From an optimization exercise on the open Yosys and OpenROAD flow, aimed at small area; shortcuts taken in it are not production practice. Only simulation tests tie the RTL to the original design; equivalence was not proved. Power figures rest on the tool's default switching activity, not on a simulated workload.

===== design/flow/constraint.sdc =====
create_clock -name core_clock -period 7.0 [get_ports {clk}]
set_input_delay 1.4000 -clock core_clock [delete_from_list [all_inputs] [get_ports {clk}]]
set_output_delay 1.4000 -clock core_clock [all_outputs]
set_load 0.01 [all_outputs]

===== design/flow/run.sh =====
#!/bin/bash
# synth_recipe.tcl (not shown) runs the flow's synth.tcl, then flattens the netlist and writes it again
# the make line also repeats each setting of config.mk as NAME=value (left out here)
make -C /OpenROAD-flow-scripts/flow DESIGN_CONFIG=/design/flow/config.mk WORK_HOME=/design/flow/orfs CLKGATE_MAP_FILE= SYNTH_SCRIPT=/design/flow/synth_recipe.tcl finish

===== design/flow/design.v =====
`timescale 1ns / 1ps
module btnclkdiv(
    clk,rst,tick
    );
    input clk;
    input rst;
    output tick;
    parameter interval = 100;
    reg [31:0] cnt;
    reg divclk;
    assign tick = (cnt == interval/2 - 2) & ~divclk;
    always @(posedge clk) begin
      if (rst) begin
        cnt <= 0;
        divclk <= 0;
      end
      else if (cnt + 1 == interval/2 - 1) begin
        divclk <= ~divclk;
        cnt <= 0;
      end
      else begin
        cnt <= cnt + 1;
      end
    end
endmodule
`timescale 1ns / 1ps
module sdpclkdiv(
    clk,rst,tick
    );
    input clk;
    input rst;
    output tick;
    parameter interval = 20;
    reg [31:0] cnt;
    reg divclk;
    assign tick = (cnt == interval/2 - 2) & ~divclk;
    always @(posedge clk) begin
      if (rst) begin
        cnt <= 0;
        divclk <= 0;
      end
      else if (cnt + 1 == interval/2 - 1) begin
        divclk <= ~divclk;
        cnt <= 0;
      end
      else begin
        cnt <= cnt + 1;
      end
    end
endmodule
`timescale 1ns / 1ps
module tickclkdiv(
    clk,rst,tick
    );
    input clk;
    input rst;
    output tick;
    parameter interval = 100;
    reg [31:0] cnt;
    reg divclk;
    assign tick = (cnt == interval/2 - 2) & ~divclk;
    always @(posedge clk) begin
      if (rst) begin
        cnt <= 0;
        divclk <= 0;
      end
      else if (cnt + 1 == interval/2 - 1) begin
        divclk <= ~divclk;
        cnt <= 0;
      end
      else begin
        cnt <= cnt + 1;
      end
    end
endmodule
`timescale 1ns/1ps
module btnstablizer (
    clk, rst, en, btnsig, stabtn
);
    input clk, rst, en, btnsig;
    output reg stabtn;
    reg lastbtn;
    always @(posedge clk) begin
        if (rst) begin
            stabtn <= 0;
            lastbtn <= 0;
        end
        else if (en) begin
            if(btnsig == lastbtn) stabtn <= btnsig;
            lastbtn <= btnsig;
        end
    end
endmodule
`timescale 1ns/1ps
module maccumulator (
    clk, sysrst, lock, rst, onesig, tensig, moneyv
);
    input clk;
    input sysrst;
    input rst;
    input onesig;
    input tensig;
    input lock;
    output reg [7:0] moneyv;
    reg lastonesig, lasttensig;
    always @(posedge clk) begin
        if(sysrst) begin
            moneyv <= 0;
            lastonesig <= 0;
            lasttensig <= 0;
        end
        else begin
            if(rst) moneyv <= 0;
            else if(onesig & ~lastonesig & ~tensig & ~rst & ~lock) moneyv <= moneyv + 2;
            else if(tensig & ~lasttensig & ~onesig & ~rst & ~lock) moneyv <= moneyv + 20;
            lastonesig <= onesig;
            lasttensig <= tensig;
        end
    end
endmodule
`timescale 1ns/1ps
module msubtractor(
    moneyv, subsig, leftv
);
    input [7:0] moneyv;
    input subsig;
    output reg [7:0] leftv;
    always @(moneyv, subsig) begin
        if(subsig) leftv = moneyv - 10;
        else leftv = moneyv - 5;
    end
endmodule 
`timescale 1ns / 1ps
module multiplexer(
    result, srca, srcb, selector
    );
    parameter WIDTH = 8;
    input [WIDTH-1:0] srca,srcb;
    input selector;
    output reg [WIDTH-1:0] result;
    always @(selector or srca or srcb) begin
        if(selector)
            result = srcb;
        else
            result = srca;
    end
endmodule
`timescale 1ns / 1ps
module hellodisp(
    clk, rst, en, sdpsel, sdpdisp
);
    input clk;
    input rst;
    input en;
    output reg [7:0] sdpsel;
    output reg [7:0] sdpdisp;
    reg [2:0] curr_dig;
    reg [2:0] nxt_dig;
    always @(*) begin
        nxt_dig = curr_dig + 1;
        if(nxt_dig > 4) begin
            nxt_dig = 0;
        end
    end
    always @(posedge clk) begin
        if (rst) begin
            curr_dig <= 0;
            sdpsel <= 8'b11111111;
            sdpdisp <= 8'b11111111;
        end
        else if (en) begin
            curr_dig <= nxt_dig;
            sdpsel <= ~(8'b00000001 << nxt_dig);
            case(nxt_dig)
                0: sdpdisp <= 8'b10100011;
                1: sdpdisp <= 8'b11000111;
                2: sdpdisp <= 8'b11000111;
                3: sdpdisp <= 8'b10000110;
                4: sdpdisp <= 8'b10001001;
                default: sdpdisp <= sdpdisp;
            endcase
        end
    end
endmodule
`timescale 1ns / 1ps
module moneydisp(
    clk, rst, en, moneyv, sdpsel, sdpdisp
);
    input clk;
    input rst;
    input en;
    input [7:0] moneyv;  
    output reg [7:0] sdpsel;
    output reg [7:0] sdpdisp;
    reg [2:0] curr_dig;
    wire [2:0] nxt_dig;
    reg [7:0] original;
    reg [7:0] tens;
    reg [7:0] ones;
    assign nxt_dig = curr_dig + 1;
    always @(*) begin
        original[7] = 0;
        original[6:0] = moneyv[7:1];
        tens = original % 100;
        ones = tens % 10;
    end
    always @(posedge clk) begin
        if (rst) begin
            curr_dig <= 0;
            sdpsel <= 8'b11111111;
            sdpdisp <= 8'b11111111;
        end
        else if (en) begin
            curr_dig <= nxt_dig;
            sdpsel <= ~(8'b00000001 << nxt_dig);
            case(nxt_dig)
                3: begin
                    if (moneyv >= 200) begin
                        sdpdisp <= 8'b11111001;  
                    end
                    else begin
                        sdpdisp <= 8'b11000000;  
                    end
                end
                2: begin
                    if(tens >= 90) begin
                        sdpdisp <= 8'b10010000;
                    end
                    else if(tens >= 80) begin
                        sdpdisp <= 8'b10000000;
                    end
                    else if(tens >= 70) begin
                        sdpdisp <= 8'b11111000;
                    end
                    else if(tens >= 60) begin
                        sdpdisp <= 8'b10000010;
                    end
                    else if(tens >= 50) begin
                        sdpdisp <= 8'b10010010;
                    end
                    else if(tens >= 40) begin
                        sdpdisp <= 8'b10011001;
                    end
                    else if(tens >= 30) begin
                        sdpdisp <= 8'b10110000;
                    end
                    else if(tens >= 20) begin
                        sdpdisp <= 8'b10100100;
                    end
                    else if(tens >= 10) begin
                        sdpdisp <= 8'b11111001;
                    end
                    else begin
                        sdpdisp <= 8'b11000000;
                    end
                end
                1: begin
                    if(ones >= 9) begin
                        sdpdisp <= 8'b00010000;
                    end
                    else if(ones >= 8) begin
                        sdpdisp <= 8'b00000000;
                    end
                    else if(ones >= 7) begin
                        sdpdisp <= 8'b01111000;
                    end
                    else if(ones >= 6) begin
                        sdpdisp <= 8'b00000010;
                    end
                    else if(ones >= 5) begin
                        sdpdisp <= 8'b00010010;
                    end
                    else if(ones >= 4) begin
                        sdpdisp <= 8'b00011001;
                    end
                    else if(ones >= 3) begin
                        sdpdisp <= 8'b00110000;
                    end
                    else if(ones >= 2) begin
                        sdpdisp <= 8'b00100100;
                    end
                    else if(ones >= 1) begin
                        sdpdisp <= 8'b01111001;
                    end
                    else begin
                        sdpdisp <= 8'b01000000;
                    end
                end
                0: begin
                    if(moneyv[0]) begin
                        sdpdisp <= 8'b10010010;
                    end
                    else begin
                        sdpdisp <= 8'b11000000;
                    end
                end
                4: sdpdisp <= 8'b10101111;
                5: sdpdisp <= 8'b10101111;
                6: sdpdisp <= 8'b11100011;
                7: sdpdisp <= 8'b10100111;
            endcase
        end
    end
endmodule
`timescale 1ns/1ps
module sellerctrl(
    rst, clk, sysrst, tick, start, cancel, rmb10, rmb1, sel25, sel5, runled, occupyled, drinkled,
    returnled, subsig, hellomux, submux, money, accurst, acculock
);
    input rst;  
    input clk;  
    input sysrst;  
    input tick;  
    input start;  
    input cancel;  
    input sel25;  
    input sel5;  
    input rmb10;
    input rmb1;
    input [7:0] money;  
    output reg runled;  
    output reg occupyled;  
    output reg drinkled;  
    output reg returnled;  
    output reg subsig;  
    output reg hellomux;  
    output reg submux;  
    output reg accurst;
    output reg acculock;
    reg [2:0] currstat, nxstat;
    reg [31:0] cnt;
    reg [31:0] nxcnt;
    always @(currstat, rmb10, rmb1, start, cancel, sel25, sel5, money) begin
        case(currstat)
            0: begin  
                accurst = 1;
                runled = 1;
                occupyled = 0;
                drinkled = 0;
                returnled = 0;
                subsig = 0;
                hellomux = 0;
                submux = 0;
                acculock = 0;
                if(start) nxstat = 1;
                else nxstat = 0;
            end
            1: begin  
                accurst = 0;
                runled = 1;
                occupyled = 1;
                drinkled = 0;
                returnled = 0;
                subsig = 0;
                hellomux = 1;
                submux = 0;
                acculock = 0;
                if(rmb1) nxstat = 2;
                else if(rmb10) nxstat = 4;
                else if(cancel) nxstat = 7;
                else nxstat = 1;
            end
            2: begin  
                accurst = 0;
                runled = 1;
                occupyled = 1;
                drinkled = 0;
                returnled = 0;
                subsig = 0;
                hellomux = 1;
                acculock = 0;
                submux = 0;
                if(money >= 6) nxstat = 3;
                else if(rmb10) nxstat = 3;
                else if(cancel) nxstat = 7;
                else nxstat = 2;
            end
            3: begin  
                accurst = 0;
                runled = 1;
                occupyled = 1;
                drinkled = 0;
                returnled = 0;
                subsig = 0;
                hellomux = 1;
                acculock = 0;
                submux = 0;
                if(sel25) nxstat = 5;
                else if(cancel) nxstat = 7;
                else nxstat = 3;
            end
            4: begin  
                accurst = 0;
                runled = 1;
                occupyled = 1;
                drinkled = 0;
                returnled = 0;
                subsig = 0;
                acculock = 0;
                hellomux = 1;
                submux = 0;
                if(sel25) nxstat = 5;
                else if(sel5) nxstat = 6;
                else if(cancel) nxstat = 7;
                else nxstat = 4;
            end
            5: begin  
                accurst = 0;
                runled = 1;
                occupyled = 1;
                drinkled = 1;
                returnled = 1;
                acculock = 1;
                subsig = 0;
                hellomux = 1;
                submux = 1;
                nxstat = 5;
            end
            6: begin  
                accurst = 0;
                runled = 1;
                occupyled = 1;
                drinkled = 1;
                returnled = 1;
                acculock = 1;
                subsig = 1;
                hellomux = 1;
                submux = 1;
                nxstat = 6;
            end
            7: begin  
                accurst = 0;
                runled = 1;
                occupyled = 1;
                drinkled = 0;
                acculock = 1;
                returnled = 1;
                subsig = 0;
                hellomux = 1;
                submux = 0;
                nxstat = 7;
            end
        endcase
    end
    always @(*) begin
        nxcnt = cnt;
        if(currstat != 7 && nxstat == 7) nxcnt = 0;
        else if(currstat != 5 && nxstat == 5) nxcnt = 0;
        else if(currstat != 6 && nxstat == 6) nxcnt = 0;
        nxcnt = nxcnt + 1;
    end
    always @(posedge clk) begin
        if (sysrst) begin
            currstat <= 0;
            cnt <= 0;
        end
        else if (tick) begin
            if (rst) currstat <= 0;
            else begin
                cnt <= nxcnt;
                if(nxcnt >= 500 && (nxstat == 5 || nxstat == 6 || nxstat == 7)) currstat <= 0;
                else currstat <= nxstat;
            end
        end
    end
endmodule
`timescale 1ns/1ps
module seller(
    clk, rst, led, an, seg, sw, btnC, btnU, btnL, btnR, btnD, btnRst
);
    input clk, rst, sw, btnC, btnU, btnL, btnR, btnD, btnRst;
    output [3:0] led;
    output [7:0] an;
    output [7:0] seg;
    wire [7:0] money;
    wire [7:0] mleft, mdisp;
    wire [7:0] helloan, hellosdp, digitan, digitsdp;
    wire btnclk, sdpclk, tickclk;
    wire rmb10, rmb1, start, sel5, sel25, cancel;
    wire acculock, accurst, subsig, submux, hellomux;
    btnclkdiv bcd(clk, rst, btnclk);
    sdpclkdiv scd(clk, rst, sdpclk);
    tickclkdiv tcd(clk, rst, tickclk);
    btnstablizer a(clk, rst, btnclk, btnU, rmb10);
    btnstablizer b(clk, rst, btnclk, btnC, rmb1);
    btnstablizer c(clk, rst, btnclk, btnD, start);
    btnstablizer d(clk, rst, btnclk, btnL, sel5);
    btnstablizer e(clk, rst, btnclk, btnR, sel25);
    btnstablizer f(clk, rst, btnclk, btnRst, cancel);
    maccumulator ma(clk, rst, acculock, accurst, rmb1, rmb10, money);
    msubtractor ms(money, subsig, mleft);
    multiplexer #(8) mmux(mdisp, money, mleft, submux);
    hellodisp hd(clk, rst, sdpclk, helloan, hellosdp);
    moneydisp md(clk, rst, sdpclk, mdisp, digitan, digitsdp);
    multiplexer #(8) sdpselmux(an, helloan, digitan, hellomux);
    multiplexer #(8) sdpdispmux(seg, hellosdp, digitsdp, hellomux);
    sellerctrl controller(sw, clk, rst, tickclk, start, ~cancel, rmb10, rmb1, sel25, sel5, led[0], led[1], led[2], led[3], subsig, hellomux, submux, money, accurst, acculock);
endmodule

===== design/flow/config.mk =====
export PLATFORM = sky130hd
export DESIGN_NAME = seller
export DESIGN_NICKNAME = seller
export VERILOG_FILES = /design/flow/design.v
export SDC_FILE = /design/flow/constraint.sdc
export NUM_CORES = 4
export LEC_CHECK = 0
export CAP_MARGIN = 20
export CORE_MARGIN = 2
export CORE_UTILIZATION = 40
export SLEW_MARGIN = 20

==> flow_summary_export.csv <==
group,metric,value,unit
die,coreArea,30600,sq um
grt,grt_overflow,0,
grt,grt_pass1_vias,10400,
timing,drv_slew,0,
clock_network,cts_hold_buffers,0,
detailed_routing,dr_wl_met3,904,um
timing,skew,0.0134,ns
power,p_leak,4.94,nW
timing,timing.fmax,157,MHz
setup_path,crit_family,"compound AO/OA/AOI/OAI gates",
timing,fin_crit_sh,91.1,%
synthesis,syn-num-nets,1672,
detailed_routing,dr_wl_met2,14000,um
hold_path,min_path_type,"register to register",
grt,antenna_found_initial,0,
status,status,"finished clean",
detailed_routing,vias,11200,
cells_and_area,area_growth,8.45,%
detailed_routing,drt_wl_total,30300,um
power,power_per_cell_area,158,nW/um^2
detailed_routing,drtIter0Drc,606,
synthesis,syn_inst,1636,
synthesis,ys_top_cells_by_area,"dfxtp_1 (31%), nor2_1 (7.4%), nand2_1 (5.6%), xor2_1 (5.2%), xnor2_1 (4.7%)",
die,dieArea,32500,sq um
clock_network,cts_buffer_depth,2,
power,power_switching,0.535,mW
power,p_clk_share,46.0,%
setup_path,required,7.33,ns
clock_network,cts_buffers,17,
detailed_routing,drc,0,
synthesis,yosys_register_bits,192,
cells_and_area,instances_no_fill,2014,
synthesis,yosys_warnings,10,
clock_network,clk-insertion-delay-late,0.45,ns
die,num_rows,64,
clock_network,clock_sinks,192,
placement,dpl.hpwl,21400,um
setup_path,crit_fanout,14,
power,seq_power_share,51.7,%
grt,grt_max_degree,76,
timing,final_hold_viol_count,0,
synthesis,synthFlopType,"dfxtp_1",
setup_path,worstPathCellList,"inv_1 > ha_1 > a21oi_1 > mux2i_1 > nor2_1 > xor2_2 > inv_1 > ha_1 > o31ai_2 > o211ai_2 > o21ai_1 > nand2_1 > ha_1 > nor2b_1 > nand2b_1 > or4b_1 > o21ai_0 > nor3_1 > or2_2 > o22ai_2 > o31ai_1 > o41ai_1 > nand2_1",
placement,placed_area,12900,sq um
synthesis,yosysUniqueCellTypes,98,
timing,tightest_slew,1.00,ns
power,power_frac_comb,2.4,%
power,switching_share,25.1,%
placement,numPortBuffers,27,
cells_and_area,drive_above_1_share,7.66,%
cells_and_area,n_antenna_cell,0,
synthesis,syn_avg_cell_area,7.60,sq um
detailed_routing,m1WireLength,14900,um
cells_and_area,nets,1641,
die,die_h,180,um
detailed_routing,routedWlPerCell,15.0,um
power,finalPower,2.13,mW
synthesis,yosys.area.top_type,"dfxtp_1",
die,die_x,180,um
detailed_routing,vias_per_cell,5.54,
timing,finalSetupTns,0,ns
setup_path,crit_buf_inv,2,
timing,period_minus_slack,6.38,ns
setup_path,crit_type,"register to register",
placement,gp_congestion,0.884,
power,worst_ir_drop_vdd,0.000183,V
clock_network,cts_tree,"done",
setup_path,cp-end-kind,"register",
setup_path,crit_top_cell,"ha_1",
setup_path,cp_slowest_stage_delay,0.56,ns
detailed_routing,dr.pass1.iters,6,
timing,grt_setup_unrepaired,"false",
clock_network,clk_pin_slew,0.08,ns
grt,grt_first_pass_wirelength,51000,um
setup_path,cp.arrival,6.71,ns
clock_network,cts-root-buf,"clkbuf_16",
synthesis,syn_area,12400,sq um
timing,setup_viol,0,
clock_network,cts.htree.levels,4,
setup_path,start_kind,"register",
setup_path,critPathSlowestCell,"or4b_1",
run,maxCapViolations,0,
power,internal-power,1.60,mW
placement,dp_cells,1982,
synthesis,synth_top_area_share,30.9,%
cells_and_area,final_area,13500,sq um
die,start_util,40.6,%
grt,grt_usage,18.4,%
detailed_routing,dr.max_layer_used,"met4",
synthesis,ys_seq_area_share,30.9,%
timing,max-slew-margin-rel,32.8,%
synthesis,synth_edf_count,0,
die,io_pins,29,
synthesis,ys_async_sr_fraction,0,%
detailed_routing,ant_nets,0,
-- tightest hold or removal path, cell delays in order (launching register included) --
cell     delay [ns]
dfxtp_1        0.32
nand2_1        0.05
nand2_1        0.04
-- layout make-up --
cell class	count	area (sq um)
well taps	396	495
multi-input cells	1316	8050
flip-flops and latches	192	3840
repair buffers	45	400
clock inverters	13	130
clock buffers	19	443
fillers	3102	17100
inverters	33	124
-- per-layer routing --
layer	up-vias	GRT usage [%]
li1	5717	-
met1	5202	25.0
met2	208	30.4
met3	33	2.61
met4	0	5.32
met5	-	0
-- cell usage after synthesis (all sizes together) (6+ instances only) --
cell / number
inv: 32
nand2b: 10
o21ai: 98
o21a: 8
o31ai: 6
or2: 9
a21o: 8
xor2: 75
or4: 10
xnor2: 71
mux2: 19
o22ai: 12
a31oi: 23
nor4: 26
nand2: 190
and2: 17
clkbuf: 73
a211oi: 11
nor2b: 7
nor3: 44
and3: 48
nor3b: 8
mux2i: 18
buf: 22
ha: 27
nor2: 245
dfxtp: 192
nand4: 41
or3: 14
nand3: 95
a21oi: 82
o211ai: 12
-- layout by cell type (no fill, tap or decap), types with 22 or more instances in the layout --
| cell type | synthesis | final |
|---|---|---|
| nor2_1 | 245 | 245 |
| inv_1 | 32 | 32 |
| clkdlybuf4s50_1 | 0 | 26 |
| and3_1 | 47 | 47 |
| nor4_1 | 25 | 24 |
| a31oi_1 | 22 | 22 |
| ha_1 | 27 | 27 |
| a21oi_1 | 82 | 82 |
| nand2_1 | 186 | 186 |
| xnor2_1 | 67 | 67 |
| dfxtp_1 | 192 | 192 |
| xor2_1 | 74 | 73 |
| nor3_1 | 43 | 42 |
| nand4_1 | 41 | 41 |
| o21ai_0 | 83 | 83 |
| nand3_1 | 92 | 92 |
-- final timing paths --
kind / startpoint / to / cells past startpoint / slack [ns]
max: ma.moneyv[3] / md.sdpdisp[5] / 23 / 0.62
min: hd.sdpdisp[4] / hd.sdpdisp[4] / 2 / 0.45
max reg2reg: ma.moneyv[3] / md.sdpdisp[5] / 23 / 0.62
min reg2reg: hd.sdpdisp[4] / hd.sdpdisp[4] / 2 / 0.45
-- power by group through the flow --
stage	Clock, mW	Sequential (mW)	Combinational, mW
2_1_floorplan	0	1.13	0.0357
3_3_place_gp	0	1.13	0.0501
3_5_place_dp	0	1.13	0.0510
4_1_cts	1.00	1.10	0.0514
5_1_grt	1.05	1.10	0.0571
6_report	0.981	1.10	0.0507
-- cell families after synthesis --
family	share of synthesized area, %
XOR/XNOR	10.8
AO/OA/AOI/OAI	17.2
multiplexers	3.30
adder cells (fa/ha/maj)	2.72
flip-flops	30.9
buffers and inverters	4.51
AND/OR/NAND/NOR	30.6
other	0.0302
-- sequential cells by signal, indices dropped and copies added (netlist names), 7 cells and up --
signal	cells
md.sdpdisp	8
controller.cnt	32
md.sdpsel	8
scd.cnt	32
ma.moneyv	7
bcd.cnt	32
tcd.cnt	32
hd.sdpsel	8
hd.sdpdisp	7
-- metrics by stage --
stage | setup WS (ns) | hold slack, ns | utilization (%)
finish | 0.622 | 0.449 | 44.1
global placement | 0.605 | 0.429 | 42.2
floorplan | 0.889 | 0.418 | -
global route | 0.107 | 0.476 | 44.1
detailed placement | 0.507 | 0.437 | 42.2
CTS | 0.459 | 0.450 | 44.1
-- timing repair --
action                     4_1_cts  5_1_grt
buffers inserted                 0        0
hold endpoints to repair         0        0
gates resized for setup          0        1
setup endpoints to repair        0        5

what the ideal ports hide:
In the flow no input, the clock included, has a driving cell. The finished layout below was timed again as built, in two steps.
Step 1 sets driving cells, clkbuf_16 on the clock port and buf_2 on the other inputs (assumed; they add their load-dependent delay and slew).
Step 2 also shifts input and output timing later by t, the mid clock arrival at the registers, as if the neighbouring blocks saw the same clock.
Slacks: ideal / step 1 / step 2; pairs: ideal / step 1.
shift t [ns]: 0.489
setup WS [ns]: 0.622 / 0.622 / 0.622
clock arrival spread, ns: 0.017 / 0.017
pins driven straight from the clock port: 1
After both steps setup and hold are still met in this run. For this run, drivers alone change the setup slack by 0.000 ns; drivers and shift together by 0.000 ns.
